What follows belongs to an exercise in optimizing a design on an open flow for small area, a short achievable clock period and few clock cycles; a production flow would make more cautious choices.
Function was checked by simulation only, so behaviour that the tests miss may differ from the original.
Power is estimated from default activity; no workload was simulated.

$ cat flow/config.mk
export PLATFORM = sky130hd
export DESIGN_NAME = LCD_CTRL
export DESIGN_NICKNAME = LCD_CTRL
export VERILOG_FILES = /design/flow/design.v
export SDC_FILE = /design/flow/constraint.sdc
export NUM_CORES = 8
export LEC_CHECK = 0
export ABC_AREA = 1
export CAP_MARGIN = 20
export CORE_MARGIN = 2
export CORE_UTILIZATION = 55
export CTS_CLUSTER_DIAMETER = 100
export CTS_CLUSTER_SIZE = 24
export SLEW_MARGIN = 20
export SYNTH_HIERARCHICAL = 1
$ cat flow/constraint.sdc
create_clock -name core_clock -period 10.0 [get_ports {clk}]
set_input_delay 2.0000 -clock core_clock [delete_from_list [all_inputs] [get_ports {clk}]]
set_output_delay 2.0000 -clock core_clock [all_outputs]
set_load 0.01 [all_outputs]
$ cat flow/design.v
module LCD_CTRL(
    input clk, cmd_valid, reset,
    input [3:0] cmd,
    input [7:0] IROM_Q,
    output IRAM_valid, IROM_rd, busy, done,
    output [5:0] IROM_A,
    output [5:0] IRAM_A,
    output [7:0] IRAM_D
);
    reg [2:0] r, c;           
    reg [1:0] ri0, ri1, ci0, ci1;
    reg [1:0] pri0, pri1, pci0, pci1;   
    reg       busy_r, cv, cw, wph, done_r, rom_rd, ram_v;
    reg       rsp;            
    reg       smax, smin, savg;
    reg [9:0] ssum;           
    reg       sv;             
    reg [3:0] srow, scol;     
    reg [5:0] rom_a, ram_a, wend;
    reg [7:0] ram_d;
    reg [63:0] ld;            
    reg [7:0] x0, x1, x2, x3;  
    reg       l0, l1, l2, l3;  
    assign busy = busy_r;
    assign done = done_r;
    assign IROM_rd = rom_rd;
    assign IROM_A = rom_a;
    assign IRAM_valid = ram_v;
    assign IRAM_A = ram_a;
    assign IRAM_D = ram_d;
    wire wc = l0 & l1 & l2 & l3;              
    wire opx = cv & wc & (~savg | sv);
    wire g01 = x0 >= x1, g02 = x0 >= x2, g03 = x0 >= x3;
    wire g12 = x1 >= x2, g13 = x1 >= x3, g23 = x2 >= x3;
    wire [7:0] vmax = ({8{ g01 &  g02 &  g03}} & x0) | ({8{~g01 &  g12 &  g13}} & x1) |
                      ({8{~g02 & ~g12 &  g23}} & x2) | ({8{~g03 & ~g13 & ~g23}} & x3);
    wire [7:0] vmin = ({8{~g01 & ~g02 & ~g03}} & x0) | ({8{ g01 & ~g12 & ~g13}} & x1) |
                      ({8{ g02 &  g12 & ~g23}} & x2) | ({8{ g03 &  g13 &  g23}} & x3);
    function [8:0] add8;
        input [7:0] a, b;
        reg [7:0] g0, p0, g1, p1, g2, p2, g3;
        begin
            g0 = a & b; p0 = a ^ b;
            g1 = g0 | (p0 & {g0[6:0], 1'b0}); p1 = p0 & {p0[6:0], 1'b0};
            g2 = g1 | (p1 & {g1[5:0], 2'b0}); p2 = p1 & {p1[5:0], 2'b0};
            g3 = g2 | (p2 & {g2[3:0], 4'b0});
            add8 = {g3[7], p0 ^ {g3[6:0], 1'b0}};
        end
    endfunction
    function [9:0] add9;
        input [8:0] a, b;
        reg [8:0] g0, p0, g1, p1, g2, p2, g3, p3, g4;
        begin
            g0 = a & b; p0 = a ^ b;
            g1 = g0 | (p0 & {g0[7:0], 1'b0}); p1 = p0 & {p0[7:0], 1'b0};
            g2 = g1 | (p1 & {g1[6:0], 2'b0}); p2 = p1 & {p1[6:0], 2'b0};
            g3 = g2 | (p2 & {g2[4:0], 4'b0}); p3 = p2 & {p2[4:0], 4'b0};
            g4 = g3 | (p3 & {g3[0], 8'b0});
            add9 = {g4[8], p0 ^ {g4[7:0], 1'b0}};
        end
    endfunction
    wire [9:0] sum = add9(add8(x0, x1), add8(x2, x3));
    wire [7:0] vavg = ssum[9:2];
    wire [7:0] vsym = ({8{smax}} & vmax) | ({8{smin}} & vmin) | ({8{savg}} & vavg);
    wire [7:0] nv0 = vsym | ({8{srow[0]}} & x2) | ({8{scol[0]}} & x1);
    wire [7:0] nv1 = vsym | ({8{srow[1]}} & x3) | ({8{scol[1]}} & x0);
    wire [7:0] nv2 = vsym | ({8{srow[2]}} & x0) | ({8{scol[2]}} & x3);
    wire [7:0] nv3 = vsym | ({8{srow[3]}} & x1) | ({8{scol[3]}} & x2);
    wire [3:0] wi0 = {ri0, ci0}, wi1 = {ri0, ci1}, wi2 = {ri1, ci0}, wi3 = {ri1, ci1};
    wire [3:0] pi0 = {pri0, pci0}, pi1 = {pri0, pci1}, pi2 = {pri1, pci0}, pi3 = {pri1, pci1};
    wire chg0 = wi0 != pi0, chg1 = wi1 != pi1, chg2 = wi2 != pi2, chg3 = wi3 != pi3;
    wire land = rom_rd & ~wph;                 
    wire lb0 = land & ~rsp & ~rom_a[3] & ~rom_a[0];
    wire lb1 = land & ~rsp & ~rom_a[3] &  rom_a[0];
    wire lb2 = land & ~rsp &  rom_a[3] & ~rom_a[0];
    wire lb3 = land & ~rsp &  rom_a[3] &  rom_a[0];
    wire sh0 = land & rsp & ~rom_a[3] & ~rom_a[0];
    wire sh1 = land & rsp & ~rom_a[3] &  rom_a[0];
    wire sh2 = land & rsp &  rom_a[3] & ~rom_a[0];
    wire sh3 = land & rsp &  rom_a[3] &  rom_a[0];
    wire wstart = cw & ~wph;
    wire [7:0] wd0 = lb0 ? IROM_Q : x0;
    wire [7:0] wd1 = lb1 ? IROM_Q : x1;
    wire [7:0] wd2 = lb2 ? IROM_Q : x2;
    wire [7:0] wd3 = lb3 ? IROM_Q : x3;
    wire [7:0] y0, y1, y2, y3;
    lcd_bank b0 (.clk(clk), .wa(pi0), .wd(wd0), .ra(wi0), .rd(y0));
    lcd_bank b1 (.clk(clk), .wa(pi1), .wd(wd1), .ra(wi1), .rd(y1));
    lcd_bank b2 (.clk(clk), .wa(pi2), .wd(wd2), .ra(wi2), .rd(y2));
    lcd_bank b3 (.clk(clk), .wa(pi3), .wd(wd3), .ra(wi3), .rd(y3));
    wire [5:0] a0 = {ri0, 1'b0, ci0, 1'b0};    
    wire [5:0] a1 = {ri0, 1'b0, ci1, 1'b1};
    wire [5:0] a2 = {ri1, 1'b1, ci0, 1'b0};
    wire [5:0] a3 = {ri1, 1'b1, ci1, 1'b1};
    wire ld0 = ld[a0], ld1 = ld[a1], ld2 = ld[a2], ld3 = ld[a3];
    wire nl0 = chg0 ? (ld0 | sh0) : (l0 | lb0);
    wire nl1 = chg1 ? (ld1 | sh1) : (l1 | lb1);
    wire nl2 = chg2 ? (ld2 | sh2) : (l2 | lb2);
    wire nl3 = chg3 ? (ld3 | sh3) : (l3 | lb3);
    wire miss = ~(nl0 & nl1 & nl2 & nl3);
    wire [5:0] fa = ~nl0 ? a0 : ~nl1 ? a1 : ~nl2 ? a2 : a3;
    wire sym = smax | smin | savg;            
    wire xch = chg0 | chg1 | chg2 | chg3 | land;
    always @(posedge clk) ssum <= (opx & sym) ? {vsym, 2'b00} : sum;
    always @(posedge clk, posedge reset) begin
        if (reset) sv <= 1'b0;
        else sv <= opx | ~xch;
    end
    always @(posedge clk) begin
        x0 <= opx ? nv0 : chg0 ? ((sh0 & ~ld0) ? IROM_Q : y0) : lb0 ? IROM_Q : x0;
        x1 <= opx ? nv1 : chg1 ? ((sh1 & ~ld1) ? IROM_Q : y1) : lb1 ? IROM_Q : x1;
        x2 <= opx ? nv2 : chg2 ? ((sh2 & ~ld2) ? IROM_Q : y2) : lb2 ? IROM_Q : x2;
        x3 <= opx ? nv3 : chg3 ? ((sh3 & ~ld3) ? IROM_Q : y3) : lb3 ? IROM_Q : x3;
    end
    wire take = cmd_valid & ~busy_r;
    wire mu = take & (cmd == 4'd1) & (r != 3'd0);
    wire md = take & (cmd == 4'd2) & (r != 3'd6);
    wire ml = take & (cmd == 4'd3) & (c != 3'd0);
    wire mr = take & (cmd == 4'd4) & (c != 3'd6);
    wire is_op = cmd >= 4'd5;
    wire [2:0] ru = r - 3'd1, rd = r + 3'd1, cl = c - 3'd1, cr = c + 3'd1;
    wire [1:0] ru0 = ru[2:1] + {1'b0, ru[0]}, rd0 = rd[2:1] + {1'b0, rd[0]};
    wire [1:0] cl0 = cl[2:1] + {1'b0, cl[0]}, cr0 = cr[2:1] + {1'b0, cr[0]};
    wire [5:0] w = {r, c};
    wire [5:0] wfirst = wc ? w : rom_a;
    wire [5:0] wnext = (wstart ? wfirst : w) + 6'd1;
    wire [2:0] wr = wnext[5:3], wcl = wnext[2:0];
    wire       wlast = ram_v & (w == wend);     
    wire       wgo = wph & ~done_r & ~wlast;
    reg  [7:0] xs, ys;
    reg        nls;
    always @(*) begin
        case ({r[0], c[0]})
            2'b00: begin xs = x0; ys = y0; nls = ld[a0]; end
            2'b01: begin xs = x1; ys = y1; nls = ld[a1]; end
            2'b10: begin xs = x2; ys = y2; nls = ld[a2]; end
            default: begin xs = x3; ys = y3; nls = ld[a3]; end
        endcase
    end
    always @(posedge clk) begin
        ram_a <= wstart ? wfirst : w;
        ram_d <= wstart ? (wc ? xs : IROM_Q) : (nls ? ys : IROM_Q);
        if (wstart) wend <= wfirst;
    end
    wire cvn = (take & is_op) | (cv & ~opx);
    wire avgn = take ? (cmd == 4'd7) : savg;   
    wire svn = opx | ~xch;
    wire dd = r[0] ^ c[0];                    
    always @(posedge clk, posedge reset) begin
        if (reset) begin
            r <= 3'd3; c <= 3'd3;
            ri0 <= 2'd2; ri1 <= 2'd1; ci0 <= 2'd2; ci1 <= 2'd1;
            pri0 <= 2'd2; pri1 <= 2'd1; pci0 <= 2'd2; pci1 <= 2'd1;
            busy_r <= 1'b0;
            cv <= 1'b0;
            cw <= 1'b0;
            wph <= 1'b0;
            done_r <= 1'b0;
            rom_rd <= 1'b0;
            rsp <= 1'b0;
            ram_v <= 1'b0;
            l0 <= 1'b0; l1 <= 1'b0; l2 <= 1'b0; l3 <= 1'b0;
        end else begin
            pri0 <= ri0; pri1 <= ri1; pci0 <= ci0; pci1 <= ci1;
            l0 <= nl0; l1 <= nl1; l2 <= nl2; l3 <= nl3;
            if (wph | wstart) begin
                wph <= 1'b1;
                cv <= 1'b0;
                ram_v <= wstart | wgo;
                if (wlast) done_r <= 1'b1;
                if (wstart | wgo) begin
                    r <= wr; c <= wcl;
                    ri1 <= wr[2:1]; ri0 <= wr[2:1] + {1'b0, wr[0]};
                    ci1 <= wcl[2:1]; ci0 <= wcl[2:1] + {1'b0, wcl[0]};
                end
                rom_rd <= wstart | wgo;
                rsp <= 1'b0;
            end else begin
                if (mu) begin r <= ru; ri1 <= ru[2:1]; ri0 <= ru0; end
                if (md) begin r <= rd; ri1 <= rd[2:1]; ri0 <= rd0; end
                if (ml) begin c <= cl; ci1 <= cl[2:1]; ci0 <= cl0; end
                if (mr) begin c <= cr; ci1 <= cr[2:1]; ci0 <= cr0; end
                rom_rd <= miss | mv_any;
                rsp <= mv_any;
                cv <= cvn;
                if (take & (cmd == 4'd0)) cw <= 1'b1;
                busy_r <= (take & (cmd == 4'd0)) | (cvn & (miss | (avgn & ~svn)));
            end
        end
    end
    wire mv_any = mu | md | ml | mr;
    wire [5:0] fmv = mu ? {ru, c} : md ? {r + 3'd2, c} : ml ? {r, cl} : {r, c + 3'd2};
    always @(posedge clk) rom_a <= (wph | wstart) ? wnext : mv_any ? fmv : fa;
    integer q;
    always @(posedge clk, posedge reset) begin
        if (reset) ld <= 64'd0;
        else for (q = 0; q < 64; q = q + 1) if (land && rom_a == q) ld[q] <= 1'b1;
    end
    always @(posedge clk) begin
        if (take) begin
            smax <= cmd == 4'd5;
            smin <= cmd == 4'd6;
            savg <= cmd == 4'd7;
            srow[0] <= (cmd == 4'd10) | (cmd == 4'd8 &  dd) | (cmd == 4'd9 & ~dd);
            srow[1] <= (cmd == 4'd10) | (cmd == 4'd8 & ~dd) | (cmd == 4'd9 &  dd);
            srow[2] <= (cmd == 4'd10) | (cmd == 4'd8 & ~dd) | (cmd == 4'd9 &  dd);
            srow[3] <= (cmd == 4'd10) | (cmd == 4'd8 &  dd) | (cmd == 4'd9 & ~dd);
            scol[0] <= (cmd == 4'd11) | (cmd == 4'd8 & ~dd) | (cmd == 4'd9 &  dd);
            scol[1] <= (cmd == 4'd11) | (cmd == 4'd8 &  dd) | (cmd == 4'd9 & ~dd);
            scol[2] <= (cmd == 4'd11) | (cmd == 4'd8 &  dd) | (cmd == 4'd9 & ~dd);
            scol[3] <= (cmd == 4'd11) | (cmd == 4'd8 & ~dd) | (cmd == 4'd9 &  dd);
        end
    end
endmodule
module lcd_bank(
    input clk,
    input [3:0] wa, ra,
    input [7:0] wd,
    output [7:0] rd
);
    reg [7:0] m [0:15];
    integer k;
    always @(posedge clk)
        for (k = 0; k < 16; k = k + 1)
            if (wa == k) m[k] <= wd;
    assign rd = m[ra];
endmodule
$ cat flow/flow/run.sh
#!/bin/bash
# The standard layout with three changes: plain buffers on the ports; in the otherwise standard
# (hierarchical) synthesis, the pixel banks (module lcd_bank) are mapped by an area-oriented ABC
# script (flow/bank.script) and the rest by the standard one; timing repair aiming for a setup
# slack of 7 ns at the 10 ns clock.
set -euo pipefail
here=$(pwd)
cat > own_synth.tcl <<EOF2
proc abc {args} {
  set i [lsearch -exact \$args -script]
  set a2 \$args
  lset a2 [expr {\$i + 1}] $here/flow/bank.script
  yosys abc {*}\$a2 lcd_bank
  yosys abc {*}\$args LCD_CTRL
}
EOF2
cat synth_recipe.tcl >> own_synth.tcl
export BUFFER_PORTS_ARGS="-buffer_cell sky130_fd_sc_hd__buf_4"
bash standard.sh SYNTH_SCRIPT=$here/own_synth.tcl SETUP_SLACK_MARGIN=7 finish > standard.log 2>&1
$ cat flow/flow/bank.script
strash
dch
amap
topo
stime -c
$ cat flow/standard.sh
#!/bin/bash
# synth_recipe.tcl (not shown) runs the flow's synth.tcl, then flattens the netlist and writes it again
# the make line also repeats each setting of config.mk as NAME=value (left out here)
make -C /OpenROAD-flow-scripts/flow DESIGN_CONFIG=/design/flow/config.mk WORK_HOME=/design/flow/orfs CLKGATE_MAP_FILE= SYNTH_SCRIPT=/design/flow/synth_recipe.tcl "${@:-finish}"
==> insert_results.sql, run 1 <==
INSERT INTO impl_metrics (metric_group, metric, value, unit) VALUES
('logic_synthesis', 'fraction_of_synthesized_cell_area_in_xor_and_xnor_cells', '0.812', '%'),
('worst_setup_path', 'worstPathMaxFanout', '1', ''),
('finish', 'fillerInstances', '4396', ''),
('sta', 'finalSetupTns', '0', 'ns'),
('sta', 'timing.final.setup_violations', '0', ''),
('routing', 'drt_pre_antenna_iters', '8', ''),
('placement', 'post-dp-hpwl', '64.5', 'mm'),
('logic_synthesis', 'post-synth-top-area-cell', 'edfxtp_1', ''),
('finish', 'final_layout_size_suffix_gt1_share', '18.1', '%'),
('sta', 'period_share', '31.5', '%'),
('sta', 'post-route-worst-setup-slack', '6.85', 'ns'),
('logic_synthesis', 'synth_area_per_cell', '11.0', 'µm²'),
('logic_synthesis', 'synthSimpleGateAreaFrac', '14.4', '%'),
('logic_synthesis', 'synth_async_sr_flop_share', '14.0', '%'),
('clock_network', 'path_clk_slew', '0.11', 'ns'),
('worst_setup_path', 'critPathRequiredTime', '8.00', 'ns'),
('routing', 'via_per_inst', '6.36', ''),
('finish', 'layout-area-overhead-vs-synth', '16.7', '%'),
('routing', 'routed_wl', '96.1', 'mm'),
('global_routing', 'first_global_vias', '23000', ''),
('sta', 'finalHoldViolCount', '0', ''),
('sta', 'timing.max_slew.rel_slack', '24.3', '%'),
('floorplanning', 'initial_core_util', '55.6', '%'),
('worst_setup_path', 'r2r-end', 'x0[1]$_DFF_P_', ''),
('clock_network', 'clock_tree.buffer_depth', '3', ''),
('global_routing', 'grt_pass1_wl', '143', 'mm'),
('worst_setup_path', 'reg2reg_setup_slack', '6.99', 'ns'),
('worst_setup_path', 'crit_path_end_kind', 'output pin', ''),
('worst_setup_path', 'crit_buf_inv', '1', ''),
('global_routing', 'gr_util_all_layers', '32.0', '%'),
('clock_network', 'clock_tree.root_cell', 'clkbuf_16', ''),
('floorplanning', 'floorplan.rows', '87', ''),
('logic_synthesis', 'synth.cell_area', '31300', 'µm²'),
('routing', 'vias', '24100', ''),
('flow_run', 'max-cap-violations', '0', ''),
('worst_setup_path', 'critical_path.endpoint', 'IRAM_D[7]', ''),
('finish', 'antenna-diode-count', '0', ''),
('global_routing', 'maximum_number_of_pins_on_one_net_before_global_route_repair', '66', ''),
('worst_setup_path', 'slowest_stage', 'dfxtp_4', ''),
('routing', 'routed_length_per_placed_instance', '25.3', 'µm'),
('worst_hold_path', 'worst_hold_class', 'reg -> reg', ''),
('placement', 'preCtsSetupSlack', '6.05', 'ns'),
('logic_synthesis', 'postSynthRegisterBits', '680', ''),
('logic_synthesis', 'synth_top_family_by_area', 'compound AO/OA/AOI/OAI gates', ''),
('floorplanning', 'pin_count', '39', ''),
('power_and_ir_drop', 'power.ir.vdd_worst', '0.000317', 'V'),
('worst_setup_path', 'cp_data_arrival_time', '1.15', 'ns'),
('sta', 'achievable-frequency', '317', 'MHz'),
('worst_setup_path', 'timing.critical_path.cells', 'buf_6', ''),
('worst_setup_path', 'worst_r2r_path_depth', '13', ''),
('power_and_ir_drop', 'leakage', '13.4', 'nW'),
('finish', 'multi_input_area', '11700', 'µm²'),
('finish', 'final_nets', '3118', ''),
('worst_setup_path', 'critical_path_cell_count', '1', ''),
('placement', 'gp_congestion', '0.980', ''),
('logic_synthesis', 'dominantRegCellSynth', 'edfxtp_1', ''),
('worst_setup_path', 'worst_setup_path_startpoint', 'ram_d[7]$_DFF_P_', ''),
('logic_synthesis', 'synth-edff-count', '524', ''),
('sta', 'max_slew.worst_pin.slew', '1.13', 'ns'),
('logic_synthesis', 'synth_mux_area_share', '0', '%'),
('floorplanning', 'dieHeight', '242', 'µm'),
('power_and_ir_drop', 'powerDensity', '388', 'nW/µm²'),
('worst_setup_path', 'criticalPathCategory', 'reg -> out', ''),
('status', 'outcome', 'no timing/DRC/antenna violations', ''),
('worst_setup_path', 'timing.rr.start', 'x2[7]$_DFF_P_', ''),
('floorplanning', 'dieArea', '58800', 'µm²'),
('clock_network', 'clock_sink_count', '680', ''),
('finish', 'layout.area.seq', '19500', 'µm²'),
('floorplanning', 'core_region_area', '56300', 'µm²'),
('logic_synthesis', 'yosys.area.top_type_share', '50.3', '%'),
('logic_synthesis', 'synth.yosys.seq_area_share', '61.9', '%');
stage by stage:
stage	cells	hold slack (ns)	util [%]	instance area [µm²]	power [mW]
after floorplan	2833	0.422	-	31400	8.68
after global placement	3608	0.436	58.3	32800	10.8
after detailed placement	3610	0.441	58.4	32800	11.0
after CTS	3749	0.463	63.3	35600	13.4
after global routing	3794	0.491	64.8	36500	14.9
final	3794	0.466	64.8	36500	14.2
state kept, by name (all words and copies together) (netlist names), 3 cells and up:
name	cells
x2	8
r	3
wend	6
x1	8
ram_a	6
ld	64
ssum	8
ram_d	8
b3.m	128
b1.m	128
x0	8
rom_a	6
x3	8
c	3
b2.m	128
b0.m	128
synthesized netlist by cell type, types with 3 or more instances:
| master | instances |
|---|---|
| nand2_2 | 13 |
| inv_2 | 6 |
| o21ai_0 | 160 |
| o21bai_1 | 25 |
| dfstp_2 | 10 |
| a22oi_1 | 153 |
| nor2_4 | 6 |
| clkinv_1 | 65 |
| nor2b_1 | 8 |
| nor4_1 | 63 |
| a31oi_1 | 5 |
| buf_4 | 3 |
| clkbuf_1 | 31 |
| dfxtp_1 | 61 |
| buf_2 | 27 |
| nor3_1 | 12 |
| nand3_1 | 122 |
| inv_1 | 237 |
| o21ai_1 | 34 |
| o21ai_2 | 7 |
| buf_6 | 6 |
| o211ai_1 | 18 |
| nor2_1 | 208 |
| a211o_1 | 32 |
| xor2_1 | 20 |
| o221ai_1 | 32 |
| nand3_2 | 7 |
| edfxtp_1 | 524 |
| nand2_1 | 407 |
| a222oi_1 | 32 |
| a21oi_1 | 129 |
| or2_2 | 6 |
| a31o_2 | 16 |
| xnor2_1 | 9 |
| o2111ai_1 | 24 |
| dfrtp_1 | 85 |
| nor2_2 | 3 |
| and2_0 | 8 |
| nand4_1 | 104 |
| ha_1 | 89 |
final cells by class:
class                      instances  share of cell area [%]
inverter                         308                    3.40
sequential                       680                    53.4
timing repair buffer             210                    5.67
clock buffer                      59                    2.79
tap                              756                    2.59
clock inverter                     4                   0.137
multi-input combinational       1776                    32.0
timing repair inverter             1                  0.0137
modules after synthesis, one instance, submodules excluded:
module    cells  times used  flops+latches  cell area [µm²]
lcd_bank    266           4            128             4700
LCD_CTRL   1769           1            168            12500
worst min-delay path by stage:
stage / from / endpoint / slack, ns / cells after the start
finish: ld[26]$_DFFE_PP0P_ / ld[26]$_DFFE_PP0P_ / 0.47 / 2
global route: ld[29]$_DFFE_PP0P_ / ld[29]$_DFFE_PP0P_ / 0.49 / 2
CTS: ld[26]$_DFFE_PP0P_ / ld[26]$_DFFE_PP0P_ / 0.46 / 2
detailed placement: ld[26]$_DFFE_PP0P_ / ld[26]$_DFFE_PP0P_ / 0.44 / 2
global placement: ld[58]$_DFFE_PP0P_ / ld[58]$_DFFE_PP0P_ / 0.44 / 2
floorplan: ld[10]$_DFFE_PP0P_ / ld[10]$_DFFE_PP0P_ / 0.42 / 2
cells by family after synthesis:
group / count (synthesis)
AND/OR/NAND/NOR: 976
AO/OA/AOI/OAI: 680
flip-flops: 680
buffers and inverters: 377
adder cells (fa/ha/maj): 91
XOR/XNOR: 29
cells in the final DEF (no fill, tap or decap), types with 32 or more instances in the layout:
master,Yosys,routed
clkinv_1,65,49
a211o_1,32,32
a222oi_1,32,32
o221ai_1,32,32
buf_4,3,150
o21ai_4,0,32
nand2_1,407,397
edfxtp_1,524,524
dfrtp_1,85,83
nor2_1,208,192
nand4_1,104,104
inv_1,237,223
ha_1,89,79
a22oi_1,153,153
nand3_1,122,112
a21oi_1,129,121
o21ai_0,160,122
clkbuf_16,0,39
o21ai_1,34,35
power by group:
part | total (mW) | switching (mW) | internal (mW) | leakage [nW]
registers | 4.87 | 0.584 | 4.29 | 6.55
logic | 7.66 | 5.01 | 2.65 | 6.38
clock network | 1.62 | 0.907 | 0.715 | 0.512
metal layers:
layer  up-vias  part of all wire [%]  track usage, %
li1      10800                     -               -
met1     11900                    41            44.8
met2      1148                    46            50.6
met3       250                   8.7            5.13
met4         6                   4.1            11.9
met5         -                  0.19            1.80
what timing repair did:
action                     CTS  global route
gates cloned                 1             3
hold buffers                 0             0
buffers inserted            75            42
pin swaps                   44            50
setup endpoints to repair  403           172
gates resized for setup    206           114
Testbench counts, summed over its fixed seeds: cycles 11,201.
==> inputs of run 2 (changes only) <==
--- a/flow/design.v
+++ b/flow/design.v
@@ -192,7 +192,7 @@
     wire [5:0] fmv = mu ? {ru, c} : md ? {r + 3'd2, c} : ml ? {r, cl} : {r, c + 3'd2};
     always @(posedge clk) rom_a <= (wph | wstart) ? wnext : mv_any ? fmv : fa;
     integer q;
-    always @(posedge clk, posedge reset) begin
+    always @(posedge clk) begin
         if (reset) ld <= 64'd0;
         else for (q = 0; q < 64; q = q + 1) if (land && rom_a == q) ld[q] <= 1'b1;
     end
==> insert_results.sql, run 2 <==
INSERT INTO impl_metrics (metric_group, metric, value, unit) VALUES
('status', 'outcome', 'no timing/DRC/antenna violations', ''),
('routing', 'initialDrtViolationCount', '2838', ''),
('sta', 'timing.final.max_slew_violations', '0', ''),
('global_routing', 'grt_pass1_wl', '142', 'mm'),
('floorplanning', 'die_x', '242', 'µm'),
('worst_setup_path', 'r2r-end', 'ssum[9]$_DFF_P_', ''),
('placement', 'numPortBuffers', '38', ''),
('logic_synthesis', 'synth.cells.most_frequent', 'edfxtp_1, nand2_1, nor2_1', ''),
('sta', 'worst_hold_slack', '0.460', 'ns'),
('flow_run', 'max-cap-violations', '0', ''),
('worst_setup_path', 'cpPeakStageDelay', '0.45', 'ns'),
('clock_network', 'insertion_delay', '0.59', 'ns'),
('logic_synthesis', 'dominantRegCellSynth', 'edfxtp_1', ''),
('finish', 'layout.cell_area.non_filler', '35800', 'µm²'),
('finish', 'antenna-diode-count', '0', ''),
('power_and_ir_drop', 'powerDensity', '362', 'nW/µm²'),
('worst_setup_path', 'cp_data_arrival_time', '1.17', 'ns'),
('sta', 'finalClockSkew', '0.0334', 'ns'),
('clock_network', 'path_clk_slew', '0.10', 'ns'),
('global_routing', 'grt_overflow_total', '0', ''),
('logic_synthesis', 'post_synth_inst_count', '2868', ''),
('sta', 'max_slew.worst_pin.slew', '1.11', 'ns'),
('routing', 'routed_wl', '96.5', 'mm'),
('worst_setup_path', 'timing.critical_path.cells', 'buf_6', ''),
('placement', 'post-dp-hpwl', '65.3', 'mm'),
('worst_hold_path', 'worst_hold_class', 'reg -> reg', ''),
('clock_network', 'clock_tree.root_cell', 'clkbuf_16', ''),
('routing', 'drcViolationCount', '0', ''),
('floorplanning', 'dieHeight', '242', 'µm'),
('sta', 'period_share', '31.7', '%'),
('sta', 'finalSetupTns', '0', 'ns'),
('finish', 'layout.cells.most_common_list', 'edfxtp_1, nand2_1, nor2_1', ''),
('logic_synthesis', 'synth.yosys.seq_area_share', '61.1', '%'),
('logic_synthesis', 'synth_async_sr_flop_share', '4.56', '%'),
('worst_setup_path', 'crit_path_end_kind', 'output pin', ''),
('placement', 'gp_congestion', '0.949', ''),
('clock_network', 'cts_tree', 'built', ''),
('placement', 'preCtsSetupSlack', '6.11', 'ns'),
('sta', 'post-route-worst-setup-slack', '6.83', 'ns'),
('global_routing', 'gr_util_all_layers', '32.2', '%'),
('logic_synthesis', 'synthMostInstantiatedCell', 'edfxtp_1', ''),
('worst_setup_path', 'worst_setup_path_startpoint', 'busy_r$_DFFE_PP0P_', ''),
('finish', 'layout-area-overhead-vs-synth', '15.0', '%'),
('floorplanning', 'initial_core_util', '55.4', '%'),
('floorplanning', 'dieArea', '58500', 'µm²'),
('worst_setup_path', 'crit_path_start_kind', 'flop', ''),
('logic_synthesis', 'synth_area_per_cell', '10.9', 'µm²'),
('sta', 'achievable-frequency', '316', 'MHz'),
('logic_synthesis', 'yosysWarningCount', '9', ''),
('worst_setup_path', 'crit_buf_inv', '1', ''),
('worst_setup_path', 'critical_path.endpoint', 'busy', ''),
('routing', 'via_per_inst', '6.37', ''),
('logic_synthesis', 'synth-edff-count', '524', ''),
('finish', 'fillerInstances', '4510', ''),
('logic_synthesis', 'yosys.area.top_type_share', '50.6', '%'),
('global_routing', 'first_global_vias', '22700', ''),
('logic_synthesis', 'synthDistinctLibCells', '60', ''),
('finish', 'final_nets', '3134', ''),
('clock_network', 'cts_hold_repair.buffers', '0', ''),
('logic_synthesis', 'synth_top_cells_by_area', 'edfxtp_1, dfxtp_1, nand2_1, a22oi_1, ha_1', ''),
('routing', 'drt_pre_antenna_iters', '6', ''),
('clock_network', 'clock_sink_count', '680', ''),
('worst_setup_path', 'timing.critical_path.max_delay_family', 'flip-flops', ''),
('placement', 'placed_cell_area', '32800', 'µm²'),
('finish', 'final_core_util', '63.7', '%'),
('sta', 'fin_crit', '3.17', 'ns'),
('worst_setup_path', 'critPathRequiredTime', '8.00', 'ns'),
('clock_network', 'ctsHtreeMaxLevel', '2', ''),
('logic_synthesis', 'postSynthRegisterBits', '680', ''),
('worst_setup_path', 'timing.rr.start', 'x3[2]$_DFF_P_', ''),
('finish', 'final_common_cell', 'edfxtp_1', ''),
('global_routing', 'grt_antenna_before_repair', '0', ''),
('floorplanning', 'core_region_area', '56200', 'µm²'),
('worst_setup_path', 'reg2reg_setup_slack', '6.98', 'ns'),
('worst_setup_path', 'criticalPathCategory', 'reg -> out', ''),
('sta', 'finalHoldViolCount', '0', ''),
('worst_setup_path', 'worst_r2r_path_depth', '18', ''),
('worst_setup_path', 'slowest_stage', 'dfrtp_2', ''),
('floorplanning', 'floorplan.rows', '87', ''),
('logic_synthesis', 'synth.cell_area', '31100', 'µm²'),
('floorplanning', 'pin_count', '39', ''),
('logic_synthesis', 'post-synth-top-area-cell', 'edfxtp_1', ''),
('routing', 'antenna_violating_nets_remaining', '0', ''),
('sta', 'rsz_0062_raised_after_global_routing', 'true', ''),
('sta', 'timing.max_slew.rel_slack', '26.0', '%'),
('finish', 'final_layout_size_suffix_gt1_share', '16.5', '%'),
('power_and_ir_drop', 'power.ir.vdd_worst', '0.000449', 'V'),
('power_and_ir_drop', 'leakage', '12.8', 'nW'),
('clock_network', 'clock_tree.buffer_depth', '3', ''),
('global_routing', 'maximum_number_of_pins_on_one_net_before_global_route_repair', '66', ''),
('sta', 'timing.final.setup_violations', '0', ''),
('worst_setup_path', 'critical_path_cell_count', '1', ''),
('routing', 'vias', '24200', ''),
('logic_synthesis', 'synth.net_count', '2974', ''),
('routing', 'routed_length_per_placed_instance', '25.3', 'µm'),
('clock_network', 'cts_inserted_buffers', '34', ''),
('worst_setup_path', 'worstPathMaxFanout', '2', '');
-- run 2: Yosys stat by module, one instance, submodules excluded --
module / cells / area, µm² / copies in the design / flip-flops and latches
LCD_CTRL: 1804 / 12300 / 1 / 168
lcd_bank: 266 / 4700 / 4 / 128
-- run 2: power breakdown --
| part | switching (mW) | leakage, nW | internal, mW | total [mW] |
|---|---|---|---|---|
| clock network | 0.885 | 0.477 | 0.680 | 1.56 |
| registers | 0.506 | 6.18 | 4.05 | 4.55 |
| logic | 4.52 | 6.12 | 2.30 | 6.83 |
-- run 2: logic make-up (layout without fill, tap and decap cells) --
group           count (synthesis)  in the layout  synth area share (%)
simple gates                 1009           1010                  14.9
compound gates                691            691                  14.6
flops                         680            680                  61.1
buf+inv                       365            549                  4.85
fa+ha+maj                      91             91                  3.71
xor+xnor                       32             32                 0.901
-- run 2: layout make-up --
cell class | count | area [µm²] | area share [%]
Clock buffer | 59 | 976 | 2.73
Clock inverter | 2 | 25.0 | 0.0699
Inverter | 290 | 1150 | 3.22
Multi-Input combinational cell | 1824 | 11700 | 32.7
Sequential cell | 680 | 19100 | 53.5
Tap cell | 756 | 946 | 2.64
Timing Repair Buffer | 198 | 1840 | 5.15
-- run 2: worst min path at each step --
stage / start / end / cells past startpoint
CTS: ld[47]$_SDFFE_PP0P_ / ld[47]$_SDFFE_PP0P_ / 2
global route: ld[31]$_SDFFE_PP0P_ / ld[31]$_SDFFE_PP0P_ / 2
floorplan: ld[47]$_SDFFE_PP0P_ / ld[47]$_SDFFE_PP0P_ / 2
global placement: ld[47]$_SDFFE_PP0P_ / ld[47]$_SDFFE_PP0P_ / 2
finish: ld[10]$_SDFFE_PP0P_ / ld[10]$_SDFFE_PP0P_ / 2
detailed placement: ld[47]$_SDFFE_PP0P_ / ld[47]$_SDFFE_PP0P_ / 2
-- run 2: metrics by stage --
stage / total power, mW / std cells
floorplan: 8.22 / 2868
global placement: 10.2 / 3642
detailed placement: 10.4 / 3644
CTS: 12.5 / 3763
global route: 13.7 / 3809
finish: 12.9 / 3809
-- run 2: timing repair --
action / CTS / global route
endpoints found under the hold margin: 0 / 0
setup buffers: 58 / 43
cloned: 0 / 2
pin swaps: 33 / 34
gates resized for setup: 183 / 68
setup endpoints to repair: 376 / 177
-- run 2: layer usage --
metal	wire length, µm	vias up	track usage [%]
met3	7830	219	4.82
met4	3780	0	11.8
met5	0	-	0
met1	39500	12000	44.3
li1	-	10900	-
met2	45500	1097	52.2
-- run 2: worst reg2reg max path, stage by stage (launching register included) --
cell and delay (ns):
dfxtp_4 0.39, clkinvlp_4 0.16, ha_4 0.32, inv_1 0.06, a21oi_1 0.13, nand2_1 0.10
a21oi_2 0.15, o21bai_2 0.09, a21oi_2 0.12, nor2_1 0.04, nor2_1 0.12, xor2_1 0.24
ha_1 0.32, nand2_2 0.09, a21oi_1 0.05, a211oi_2 0.15, nand2_1 0.13, a211oi_2 0.19
nor2_1 0.06
Testbench counts of run 2, summed over its fixed seeds: cycles 11,201.
==> inputs of run 3 (changes only) <==
--- a/flow/config.mk
+++ b/flow/config.mk
@@ -11,5 +11,6 @@
 export CORE_UTILIZATION = 55
 export CTS_CLUSTER_DIAMETER = 100
 export CTS_CLUSTER_SIZE = 24
+export GPL_TIMING_DRIVEN = 0
 export SLEW_MARGIN = 20
 export SYNTH_HIERARCHICAL = 1
==> insert_results.sql, run 3 <==
INSERT INTO impl_metrics (metric_group, metric, value, unit) VALUES
('logic_synthesis', 'synthDistinctLibCells', '60', ''),
('clock_network', 'cts_tree', 'built', ''),
('placement', 'numPortBuffers', '37', ''),
('clock_network', 'cts_inserted_buffers', '35', ''),
('finish', 'layout-area-overhead-vs-synth', '19.6', '%'),
('logic_synthesis', 'post-synth-top-area-cell', 'edfxtp_1', ''),
('logic_synthesis', 'synth_mux_area_share', '0', '%'),
('routing', 'initialDrtViolationCount', '2880', ''),
('clock_network', 'clock_tree.root_cell', 'clkbuf_16', ''),
('sta', 'max_slew.worst_pin.slew', '1.19', 'ns'),
('worst_hold_path', 'min_from', 'ld[30]$_SDFFE_PP0P_', ''),
('worst_setup_path', 'worst_r2r_path_depth', '14', ''),
('placement', 'post-dp-hpwl', '68.5', 'mm'),
('finish', 'fillerInstances', '4311', ''),
('finish', 'final_common_cell', 'edfxtp_1', ''),
('status', 'outcome', 'no timing/DRC/antenna violations', ''),
('sta', 'timing.final.setup_violations', '0', ''),
('finish', 'antenna-diode-count', '0', ''),
('global_routing', 'maximum_number_of_pins_on_one_net_before_global_route_repair', '32', ''),
('sta', 'finalHoldViolCount', '0', ''),
('global_routing', 'grt_overflow_total', '0', ''),
('power_and_ir_drop', 'powerDensity', '370', 'nW/µm²'),
('floorplanning', 'initial_core_util', '55.4', '%'),
('worst_setup_path', 'cp_data_arrival_time', '1.14', 'ns'),
('worst_setup_path', 'crit_buf_inv', '1', ''),
('global_routing', 'grt_antenna_before_repair', '0', ''),
('worst_setup_path', 'worstPathMaxFanout', '2', ''),
('placement', 'gp_congestion', '1.00', ''),
('finish', 'layout.cells.most_common_list', 'edfxtp_1, nand2_1, nor2_1', ''),
('global_routing', 'gr_util_all_layers', '33.9', '%'),
('global_routing', 'globalRouteMet3Util', '6.19', '%'),
('floorplanning', 'dieHeight', '242', 'µm'),
('sta', 'worst_hold_slack', '0.462', 'ns'),
('logic_synthesis', 'synth_adder_area_share', '3.71', '%'),
('global_routing', 'top_usage_layer', 'met2', ''),
('worst_setup_path', 'reg2reg_setup_slack', '6.94', 'ns'),
('finish', 'final_nets', '3237', ''),
('finish', 'multi_input_area', '12200', 'µm²'),
('worst_setup_path', 'crit_path_start_kind', 'flop', ''),
('routing', 'vias', '24900', ''),
('worst_hold_path', 'timing.hold.worst_path_depth', '2', ''),
('floorplanning', 'die_x', '242', 'µm'),
('sta', 'rsz_0062_raised_after_global_routing', 'true', ''),
('routing', 'routed_length_per_placed_instance', '26.0', 'µm'),
('global_routing', 'grt_met2_use', '54.4', '%'),
('worst_hold_path', 'holdPathEnd', 'ld[30]$_SDFFE_PP0P_', ''),
('sta', 'timing.final.max_slew_violations', '0', ''),
('logic_synthesis', 'dominantRegCellSynth', 'edfxtp_1', ''),
('floorplanning', 'core_region_area', '56200', 'µm²'),
('routing', 'routed_wl', '102', 'mm'),
('logic_synthesis', 'synth_area_per_cell', '10.9', 'µm²'),
('clock_network', 'clock_tree.buffer_depth', '3', ''),
('logic_synthesis', 'synth-edff-count', '524', ''),
('worst_setup_path', 'crit_path_end_kind', 'output pin', ''),
('worst_setup_path', 'criticalPathCategory', 'reg -> out', ''),
('clock_network', 'cts_hold_repair.buffers', '0', ''),
('clock_network', 'clock_sink_count', '680', ''),
('sta', 'finalClockSkew', '0.0344', 'ns'),
('finish', 'final_layout_size_suffix_gt1_share', '20.3', '%'),
('logic_synthesis', 'synth_top_cells_by_area', 'edfxtp_1, dfxtp_1, nand2_1, a22oi_1, ha_1', ''),
('global_routing', 'globalRouteMet1Util', '44.9', '%'),
('worst_setup_path', 'r2r-end', 'ram_d[7]$_DFF_P_', ''),
('logic_synthesis', 'yosys.area.top_type_share', '50.6', '%'),
('finish', 'layout.area.seq', '19200', 'µm²'),
('worst_hold_path', 'worst_hold_class', 'reg -> reg', ''),
('logic_synthesis', 'synth_async_sr_flop_share', '4.56', '%'),
('sta', 'finalSetupTns', '0', 'ns'),
('logic_synthesis', 'fraction_of_synthesized_cell_area_in_xor_and_xnor_cells', '0.901', '%'),
('routing', 'drt_pre_antenna_iters', '8', ''),
('logic_synthesis', 'post_synthesis_compound_gate_area_fraction', '14.6', '%'),
('worst_setup_path', 'slowest_stage', 'dfrtp_1', ''),
('logic_synthesis', 'yosysWarningCount', '9', ''),
('logic_synthesis', 'post_synth_inst_count', '2868', ''),
('clock_network', 'ctsHtreeMaxLevel', '2', ''),
('routing', 'antenna_violating_nets_remaining', '0', ''),
('global_routing', 'grt_pass1_wl', '149', 'mm'),
('clock_network', 'path_clk_slew', '0.10', 'ns'),
('worst_setup_path', 'cpPeakStageDelay', '0.41', 'ns'),
('logic_synthesis', 'synth.net_count', '2974', ''),
('clock_network', 'insertion_delay', '0.60', 'ns'),
('routing', 'via_per_inst', '6.36', ''),
('worst_setup_path', 'timing.critical_path.cells', 'buf_6', ''),
('floorplanning', 'floorplan.rows', '87', ''),
('logic_synthesis', 'synth_top_family_by_area', 'simple AND/OR/NAND/NOR gates', ''),
('worst_setup_path', 'timing.critical_path.max_delay_family', 'flip-flops', ''),
('sta', 'achievable-frequency', '319', 'MHz'),
('logic_synthesis', 'synth.cells.most_frequent', 'edfxtp_1, nand2_1, nor2_1', ''),
('power_and_ir_drop', 'leakage', '13.4', 'nW'),
('logic_synthesis', 'synthSimpleGateAreaFrac', '14.9', '%'),
('routing', 'drcViolationCount', '0', ''),
('worst_setup_path', 'critPathRequiredTime', '8.00', 'ns'),
('logic_synthesis', 'synth.yosys.seq_area_share', '61.1', '%'),
('floorplanning', 'pin_count', '39', ''),
('logic_synthesis', 'postSynthRegisterBits', '680', ''),
('global_routing', 'first_global_vias', '24000', ''),
('power_and_ir_drop', 'power.ir.vdd_worst', '0.000269', 'V'),
('floorplanning', 'dieArea', '58500', 'µm²'),
('sta', 'period_share', '31.4', '%'),
('worst_setup_path', 'timing.rr.start', 'ci0[1]$_DFFE_PP1P_', ''),
('sta', 'fin_crit', '3.14', 'ns'),
('logic_synthesis', 'synthMostInstantiatedCell', 'edfxtp_1', ''),
('logic_synthesis', 'synth.cell_area', '31100', 'µm²'),
('flow_run', 'max-cap-violations', '0', ''),
('sta', 'timing.max_slew.rel_slack', '20.1', '%');
## run 3: cell counts after synthesis
No cell type changed its count.
## run 3: worst reg2reg max path: cells and delay by family, from the launching register on
kind | cells | cell delay (ns)
DFF | 1 | 0.75
buffers and inverters | 4 | 0.59
AOI/OAI and AO/OA | 3 | 0.72
and+or+nand+nor | 7 | 0.89
## run 3: modules after synthesis (local to each module, per instance)
module	copies in the design	flops+latches	cells inside
lcd_bank	4	128	266
LCD_CTRL	1	168	1804
## run 3: logic make-up (layout without fill, tap and decap cells)
| kind of cell | count (synthesis) | in the layout |
|---|---|---|
| AOI/OAI and AO/OA | 691 | 691 |
| xor gates and xnor gates | 32 | 32 |
| adders and majority gates | 91 | 91 |
| buffers and inverters | 365 | 654 |
| DFF | 680 | 680 |
| and+or+nand+nor | 1009 | 1009 |
## run 3: worst max-delay path by stage
stage | slack [ns] | startpoint | end | cells after the start
after floorplan | 6.76 | cmd_valid | rom_a[2]$_DFF_P_ | 10
after global placement | 5.51 | c[2]$_DFFE_PP0P_ | ram_d[0]$_DFF_P_ | 11
after detailed placement | 5.88 | ri0[1]$_DFFE_PP1P_ | ram_d[3]$_DFF_P_ | 11
after CTS | 6.83 | busy_r$_DFFE_PP0P_ | busy | 1
after global routing | 6.82 | busy_r$_DFFE_PP0P_ | busy | 1
final | 6.86 | busy_r$_DFFE_PP0P_ | busy | 1
## run 3: layer usage
layer | wire length, µm | vias to the layer above | part of all wire, %
met4 | 5140 | 2 | 5.0
met2 | 47400 | 1271 | 47
met1 | 40200 | 12200 | 39
met3 | 8920 | 287 | 8.8
li1 | - | 11100 | -
met5 | 154 | - | 0.15
## run 3: final cells by class
cell class                      count  area share [%]
Sequential cell                   680            51.5
Multi-Input combinational cell   1823            32.9
Timing Repair Buffer              226            5.90
Inverter                          290            3.15
Clock buffer                       57            2.69
Tap cell                          756            2.54
Buffer                             75            1.14
Clock inverter                      6           0.188
## run 3: what timing repair did
item | in CTS | in global routing
pin swaps | 53 | 86
cloned | 0 | 0
resized for setup | 224 | 115
setup endpoints to repair | 461 | 126
buffers inserted | 113 | 73
## run 3: per-stage QoR
stage / cells / worst slack [ns] / util (%) / total power, mW / area, µm²
after floorplan: 2868 / 6.76 / - / 8.22 / 31300
after global placement: 3661 / 5.51 / 58.0 / 10.3 / 32600
after detailed placement: 3664 / 5.88 / 58.6 / 10.5 / 32900
after CTS: 3840 / 6.83 / 64.4 / 13.0 / 36200
after global routing: 3913 / 6.82 / 66.3 / 14.5 / 37200
final: 3913 / 6.86 / 66.3 / 13.8 / 37200
## run 3: report_power, final
| part | switching [mW] | internal [mW] | total [mW] |
|---|---|---|---|
| combinational | 4.87 | 2.65 | 7.52 |
| sequential | 0.581 | 4.05 | 4.63 |
| clock | 0.914 | 0.711 | 1.63 |

## what the ideal ports hide
The results above use ideal ports. As a check the final layouts listed here were re-extracted and re-timed, cells and wires unchanged. Step 1, drivers: a clkbuf_16 drives clk and a buf_2 each remaining input, both assumed. Step 2 also shifts input and output timing later by t, the mid clock arrival at the registers, as if the neighbouring blocks saw the same clock. Slacks: ideal / step 1 / step 2; pairs: ideal / step 1.
run | shift t [ns] | slack for setup (ns) | latest minus earliest clock arrival (ns) | pins driven straight from the clock port
run 1 | 0.644 | 6.848 / 6.784 / 6.312 | 0.038 / 0.038 | 1
run 2 | 0.638 | 6.833 / 6.768 / 6.458 | 0.034 / 0.034 | 1
run 3 | 0.653 | 6.862 / 6.795 / 6.434 | 0.035 / 0.035 | 1
After both steps every run listed still meets setup and hold. The setup slack of run 1, which loses most, moves by -0.064 ns with the drivers and by -0.536 ns with both steps.
